Background: an optimization exercise with open tools, aiming at small area. Do not read the settings as production practice. Only simulation tests tie the RTL to the original design; equivalence was not proved. No activity file was given, so power comes from the tool's default toggle rates.

==> design.v <==
`timescale 1 ps / 1 ps
module OFDM_Symbol_Sync #(
    THRESHOLD=100,
    OFDM_SYMBOL_LENGTH=64
) (
    output wire        sample_clock_reset,
    input  wire        clock_clk,
    input  wire        reset_reset,
    input  wire signed [31:0] asi_in0_data,
    input  wire        asi_in0_valid,
    output reg  [31:0] aso_out0_data,
    output reg         aso_out0_valid,
    output wire        aso_out0_endofpacket,
    output reg         aso_out0_startofpacket,
    output wire        pre_sampling
);
    wire [15:0] sI = asi_in0_data[15:0];
    wire [15:0] sR = asi_in0_data[31:16];
    wire v = asi_in0_valid;
    reg st_pkt, st_idle;
    wire st_srch = ~st_pkt & ~st_idle;
    reg [9:0] cnt;
    wire [4:0] idx = cnt[4:0];
    wire idx31 = &idx;
    wire idx0  = ~|idx;
    wire settd = cnt[5];
    reg [20:0] accR, accI;    
    reg [15:0] m32R, m32I;    
    reg [15:0] p4R, p4I;      
    reg flag;                 
    wire [20:0] aR = accR & {21{~idx0}};
    wire [20:0] aI = accI & {21{~idx0}};
    wire [20:0] bR = {{5{sR[15]}}, sR};
    wire [20:0] bI = {{5{sI[15]}}, sI};
    wire [21:0] caR, caI;
    wire [20:0] sumaR, sumaI;
    assign caR[0] = 1'b0;
    assign caI[0] = 1'b0;
    genvar k;
    generate for (k = 0; k < 21; k = k + 1) begin : g_acc
        assign sumaR[k]  = aR[k] ^ bR[k] ^ caR[k];
        assign caR[k+1]  = (aR[k] & bR[k]) | (caR[k] & (aR[k] ^ bR[k]));
        assign sumaI[k]  = aI[k] ^ bI[k] ^ caI[k];
        assign caI[k+1]  = (aI[k] & bI[k]) | (caI[k] & (aI[k] ^ bI[k]));
    end endgenerate
    wire [16:0] cpR, cpI;
    wire [16:0] sumpR, sumpI;
    assign cpR[0] = 1'b0;
    assign cpI[0] = 1'b0;
    generate for (k = 0; k < 16; k = k + 1) begin : g_pair
        assign sumpR[k]  = p4R[k] ^ sR[k] ^ cpR[k];
        assign cpR[k+1]  = (p4R[k] & sR[k]) | (cpR[k] & (p4R[k] ^ sR[k]));
        assign sumpI[k]  = p4I[k] ^ sI[k] ^ cpI[k];
        assign cpI[k+1]  = (p4I[k] & sI[k]) | (cpI[k] & (p4I[k] ^ sI[k]));
    end endgenerate
    assign sumpR[16] = p4R[15] ^ sR[15] ^ cpR[16];
    assign sumpI[16] = p4I[15] ^ sI[15] ^ cpI[16];
    wire [15:0] mR = idx31 ? accR[20:5] : m32R;
    wire [15:0] mI = idx31 ? accI[20:5] : m32I;
    wire [15:0] npR = ~p4R;
    wire [15:0] npI = ~p4I;
    wire [16:0] cdR, cdI;
    wire [16:0] dR, dI;
    assign cdR[0] = 1'b1;
    assign cdI[0] = 1'b1;
    generate for (k = 0; k < 16; k = k + 1) begin : g_diff
        assign dR[k]     = mR[k] ^ npR[k] ^ cdR[k];
        assign cdR[k+1]  = (mR[k] & npR[k]) | (cdR[k] & (mR[k] ^ npR[k]));
        assign dI[k]     = mI[k] ^ npI[k] ^ cdI[k];
        assign cdI[k+1]  = (mI[k] & npI[k]) | (cdI[k] & (mI[k] ^ npI[k]));
    end endgenerate
    assign dR[16] = mR[15] ^ npR[15] ^ cdR[16];
    assign dI[16] = mI[15] ^ npI[15] ^ cdI[16];
    wire [15:0] eR = dR[15:0] ^ {16{dR[16]}};
    wire [15:0] eI = dI[15:0] ^ {16{dI[16]}};
    wire bigR = (|eR[15:7]) | (eR[6] & eR[5] & (eR[4] | eR[3] | (eR[2] & (dR[16] | eR[1] | eR[0]))));
    wire bigI = (|eI[15:7]) | (eI[6] & eI[5] & (eI[4] | eI[3] | (eI[2] & (dI[16] | eI[1] | eI[0]))));
    wire detect = st_srch & v & idx[0] & flag & settd;
    always @(posedge clock_clk) begin
        if (v) begin
            accR <= sumaR;
            accI <= sumaI;
            p4R  <= idx[0] ? sR : sumpR[16:1];
            p4I  <= idx[0] ? sI : sumpI[16:1];
        end
        if (idx31) begin
            m32R <= accR[20:5];
            m32I <= accI[20:5];
        end
        if (v & idx[0])
            flag <= bigR | bigI;
    end
    wire pkt_end  = st_pkt & v & cnt[6];
    wire idle_end = st_idle & cnt[9];
    wire cnt_clr  = detect | pkt_end | idle_end;
    wire cnt_inc  = v | st_idle;
    wire [10:0] cc;
    assign cc[0] = cnt_inc;
    generate for (k = 0; k < 10; k = k + 1) begin : g_cnt
        assign cc[k+1] = cc[k] & cnt[k];
    end endgenerate
    wire [9:0] cnt_up = cnt ^ cc[9:0];
    wire [15:0] orR, orI;
    assign orR[0] = 1'b0;
    assign orI[0] = 1'b0;
    generate for (k = 1; k < 16; k = k + 1) begin : g_neg
        assign orR[k] = orR[k-1] | sR[k-1];
        assign orI[k] = orI[k-1] | sI[k-1];
    end endgenerate
    always @(posedge clock_clk or posedge reset_reset) begin
        if (reset_reset) begin
            st_pkt <= 1'b0;
            st_idle <= 1'b0;
            cnt <= 10'd0;
            aso_out0_data <= 32'd0;
            aso_out0_valid <= 1'b0;
            aso_out0_startofpacket <= 1'b0;
        end else begin
            if (cnt_clr)
                cnt <= 10'd0;
            else if (st_srch) begin
                cnt[4:0] <= cnt_up[4:0];
                cnt[5] <= cnt[5] | cc[5];
            end else
                cnt <= cnt_up;
            if (detect) st_pkt <= 1'b1;
            else if (pkt_end) st_pkt <= 1'b0;
            if (pkt_end) st_idle <= 1'b1;
            else if (idle_end) st_idle <= 1'b0;
            if (st_pkt & v)
                aso_out0_data <= {sR ^ orR, sI ^ orI};
            aso_out0_valid <= detect | (st_pkt & ~aso_out0_valid & v & ~cnt[6]);
            aso_out0_startofpacket <= detect | (st_pkt & v & ~|cnt[6:0]);
        end
    end
    assign aso_out0_endofpacket = st_pkt & cnt[6];
    assign pre_sampling = ~st_pkt;
    assign sample_clock_reset = 1'b0;
endmodule
==> run.sh <==
#!/bin/bash
# synth_recipe.tcl (not shown) runs the flow's synth.tcl, then flattens the netlist and writes it again
# the make line also repeats each setting of config.mk as NAME=value (left out here)
make -C /OpenROAD-flow-scripts/flow DESIGN_CONFIG=/design/flow/config.mk WORK_HOME=/design/flow/orfs CLKGATE_MAP_FILE= SYNTH_SCRIPT=/design/flow/synth_recipe.tcl finish
==> config.mk <==
export PLATFORM = sky130hd
export DESIGN_NAME = OFDM_Symbol_Sync
export DESIGN_NICKNAME = OFDM_Symbol_Sync
export VERILOG_FILES = /design/flow/design.v
export SDC_FILE = /design/flow/constraint.sdc
export NUM_CORES = 4
export LEC_CHECK = 0
export CAP_MARGIN = 20
export CORE_MARGIN = 2
export CORE_UTILIZATION = 40
export PLACE_DENSITY = 0.6
export SLEW_MARGIN = 20
==> constraint.sdc <==
create_clock -name core_clock -period 5.5 [get_ports {clock_clk}]
set_input_delay 1.1000 -clock core_clock [delete_from_list [all_inputs] [get_ports {clock_clk}]]
set_output_delay 1.1000 -clock core_clock [all_outputs]
set_load 0.01 [all_outputs]
==> flow_metrics.py <==
metrics = {
    "cts": {
        "clkSinkCount": 153,
        "root_buffer": "clkbuf_16",
        "htreeDepth": 4,
        "cts_tree": "done",
        "clock_latency_ns": 0.43,
        "cts-buffers-inserted": 17,
        "cts_buffer_depth": 2,
        "cts_hold_buf": 0,
        "path_clk_slew_ns": 0.06,
    },
    "placed_design": {
        "port_buffers": 70,
        "dp_hpwl_mm": 12.8,
        "pre_cts_ws_ns": -3.44,
        "dpl_cell_area_sq_um": 10300,
        "place_congestion": 0.749,
    },
    "yosys": {
        "yosysTopAreaCell": "edfxtp_1",
        "synth.top_cell.area_share_pct": 25.8,
        "syn_inst": 616,
        "ys_types": 39,
        "avgSynthCellArea_sq_um": 14.2,
        "synth_ff_type": "edfxtp_1",
        "ys_top_cells_by_count": "100 x fa_1, 91 x inv_1, 76 x mux2_2",
        "synth_edf_count": 75,
        "yosysWarnings": 1,
        "ys_ff_latch": 153,
        "synth_fp_nets": 793,
        "synthTopCellsByArea": "edfxtp_1 26%, fa_1 23%, dfrtp_1 13%, mux2_2 9.8%, dfxtp_1 7.3%",
        "synth-async-reset-ratio_pct": 30.1,
        "synth.most_common_cell": "fa_1",
        "ys_seq_area_share_pct": 46.3,
        "syn-cell-area_sq_um": 8740,
    },
    "pwr": {
        "powerDensity_nw_per_um2": 442,
        "combPwrFrac_pct": 38.6,
        "leakagePower_nw": 4.76,
        "seqPwrFrac_pct": 37.5,
        "p_switching_mw": 1.56,
        "finalPower_mw": 4.91,
        "pwr-share-clk_pct": 23.9,
        "sw_frac_of_total_pct": 31.9,
        "intPower_mw": 3.35,
        "ir_drop_v": 0.000214,
    },
    "global_routing": {
        "grtUsageTotal_pct": 17.1,
        "grt_max_degree": 69,
        "grt_pass1_wl_mm": 29.6,
        "antenna_found_initial": 0,
        "overflow": 0,
        "grt_pass1_vias": 5734,
    },
    "final_layout": {
        "final_area_sq_um": 11100,
        "antennaDiodeCount": 0,
        "fillerInstances": 1809,
        "nets": 917,
        "area.growth.synth_to_final_pct": 27.2,
        "drive_gt1_share_pct": 36.7,
        "final_util_pct": 51.4,
    },
    "min_path": {
        "holdPathEnd": "aso_out0_valid",
        "hp-start": "aso_out0_valid",
        "min_path_type": "flop to flop",
        "whs_path_depth": 1,
    },
    "setup_path": {
        "r2r_slack_ns": -2.66,
        "regToRegEndpoint": "accR[20]",
        "end_kind": "flop",
        "crit_type": "flop to flop",
        "worstPathRequired_ns": 5.67,
        "arrival_ns": 8.32,
        "r2r_cells": 27,
        "r2r_start": "cnt[0]",
        "crit_fanout": 4,
        "crit_path_start_kind": "flop",
    },
    "status": {
        "failed_checks": "negative setup slack",
        "outcome": "finished with violations",
    },
    "floorplan": {
        "die_area_sq_um": 23000,
        "fp.dieW_um": 152,
        "start_util_pct": 40.4,
        "rows": 54,
        "die_h_um": 152,
        "core-area_sq_um": 21600,
        "io_pins": 72,
    },
    "sta": {
        "fmax_mhz": 123,
        "skew_ns": 0.00859,
        "tightest_slew_ns": 0.933,
        "setup_viol": 27,
        "slew_headroom_pct": 37.7,
        "fin_crit_ns": 8.16,
        "rsz0062_at_grt": "true",
        "setup_tns_ns": -33.91,
        "drv_slew": 0,
        "finalCritPeriodShare_pct": 148,
        "finalWorstSetupSlack_ns": -2.66,
        "final-hold-violation-count": 0,
    },
    "detailed_routing": {
        "finalWirelength_mm": 17.6,
        "avgViaCountPerCell": 4.76,
        "post_drt_wl_per_cell_um": 17.1,
        "vias": 4921,
        "first_pass_iters": 4,
        "drtIter0Drc": 162,
        "drc_errors": 0,
        "antenna_left": 0,
    },
    "job": {
        "maxCapViolCount": 0,
    },
}
-- state kept, by name, indices dropped and copies added, names as in the netlist --
register	cells
m32R	16
st_idle	1
aso_out0_data	32
st_pkt	1
p4I	16
cnt	10
accR	21
aso_out0_startofpacket	1
flag	1
aso_out0_valid	1
p4R	16
m32I	16
accI	21
-- layer usage --
metal	vias to the layer above	global-route usage (%)	part of all wire (%)
met5	-	0	0
met1	2532	21.9	44
met2	82	29.5	51
met4	0	4.72	1.4
met3	18	3.68	3.0
li1	2289	-	-
-- through the flow --
step | std cells | hold WS [ns]
final | 1033 | 0.472
after detailed placement | 989 | 0.462
after global routing | 1033 | 0.489
after global placement | 989 | 0.452
after CTS | 1027 | 0.470
after floorplan | 616 | 0.439
-- timing repair --
action / in CTS / in global routing
pin swaps: 2 / 12
resized for setup: 36 / 27
buffers inserted: 5 / 10
setup endpoints to repair: 31 / 29
gates cloned: 1 / 0
-- cell usage in the layout, fill, tap and decap left out, types with 4 or more instances in the layout --
master	netlist	final
nand2_1	17	15
clkinv_2	0	4
ha_1	42	38
clkdlybuf4s50_1	0	63
mux2i_1	16	14
buf_6	0	9
clkbuf_8	0	5
xor2_1	5	5
inv_2	0	7
and3_1	6	6
clkbuf_16	0	18
mux2_2	76	75
inv_1	91	81
dfxtp_1	32	32
fa_2	0	86
buf_4	1	41
o21ai_0	7	7
nor2_1	6	6
fa_1	100	14
edfxtp_1	75	75
clkinvlp_4	0	4
nand4_1	4	4
dfrtp_1	46	45
and2_1	41	39
or4_1	4	4
-- area by class of cell --
| cell class | count | area [sq um] | share of cell area [%] |
|---|---|---|---|
| Multi-Input combinational cell | 356 | 4610 | 41.5 |
| Timing Repair Buffer | 121 | 1160 | 10.5 |
| Inverter | 91 | 350 | 3.15 |
| Tap cell | 280 | 350 | 3.15 |
| Clock buffer | 26 | 531 | 4.77 |
| Sequential cell | 153 | 4050 | 36.4 |
| Clock inverter | 6 | 60.1 | 0.541 |
-- cells by family after synthesis --
family	share of synthesized area (%)
AO/OA/AOI/OAI	1.49
adder cells (fa/ha/maj)	28.9
multiplexers	11.6
buffers and inverters	4.70
other	0.0429
flip-flops	46.3
AND/OR/NAND/NOR	6.23
XOR/XNOR	0.702
-- worst max-delay path by stage --
stage | from | end | slack (ns)
5_1_grt | cnt[0] | accI[20] | -2.87
4_1_cts | cnt[2] | accR[20] | -2.70
6_report | cnt[0] | accR[20] | -2.66
3_5_place_dp | asi_in0_data[16] | accR[20] | -3.44
3_3_place_gp | asi_in0_data[0] | accI[20] | -3.37
2_1_floorplan | asi_in0_data[0] | accI[20] | -2.66
-- power by group through the flow --
stage          registers, mW  logic (mW)  clock network, mW
6_report                1.84        1.90               1.17
5_1_grt                 1.89        2.21               1.25
4_1_cts                 1.84        1.90               1.20
3_5_place_dp            1.85        1.85                  0
3_3_place_gp            1.84        1.72                  0
2_1_floorplan           1.79        1.32                  0
-- critical path: stages, from the launching register on --
cell and delay, ns:
dfrtp_2 0.44, nor3_4 0.21, nand2_4 0.11, and2_4 0.18, ha_4 0.15, inv_2 0.05
fa_2 0.18, inv_2 0.04, fa_2 0.34, fa_2 0.34, fa_2 0.35, fa_2 0.35
fa_2 0.35, fa_2 0.34, fa_2 0.35, fa_2 0.35, fa_2 0.35, fa_2 0.36
fa_2 0.35, fa_2 0.35, fa_2 0.35, fa_2 0.35, fa_2 0.35, fa_2 0.35
fa_2 0.35, fa_2 0.34, xor2_1 0.15, xnor2_1 0.14

-- what the ideal ports hide --
In the flow no input, the clock included, has a driving cell. The finished layout below was timed again as built, in two steps.
Step 1 assumes that a clkbuf_16 drives the clock port and a buf_2 every other input.
Step 2 also shifts input and output timing later by t, the mid clock arrival at the registers, as if the neighbouring blocks saw the same clock.
Three values: no drivers, after step 1, after step 2; two values: the first two.
t (ns): 0.463
setup WS [ns]: -2.656 / -2.656 / -3.088
pins driven straight from the clock port: 1
The setup slack of this run moves by 0.000 ns with the drivers and by -0.432 ns with both steps.
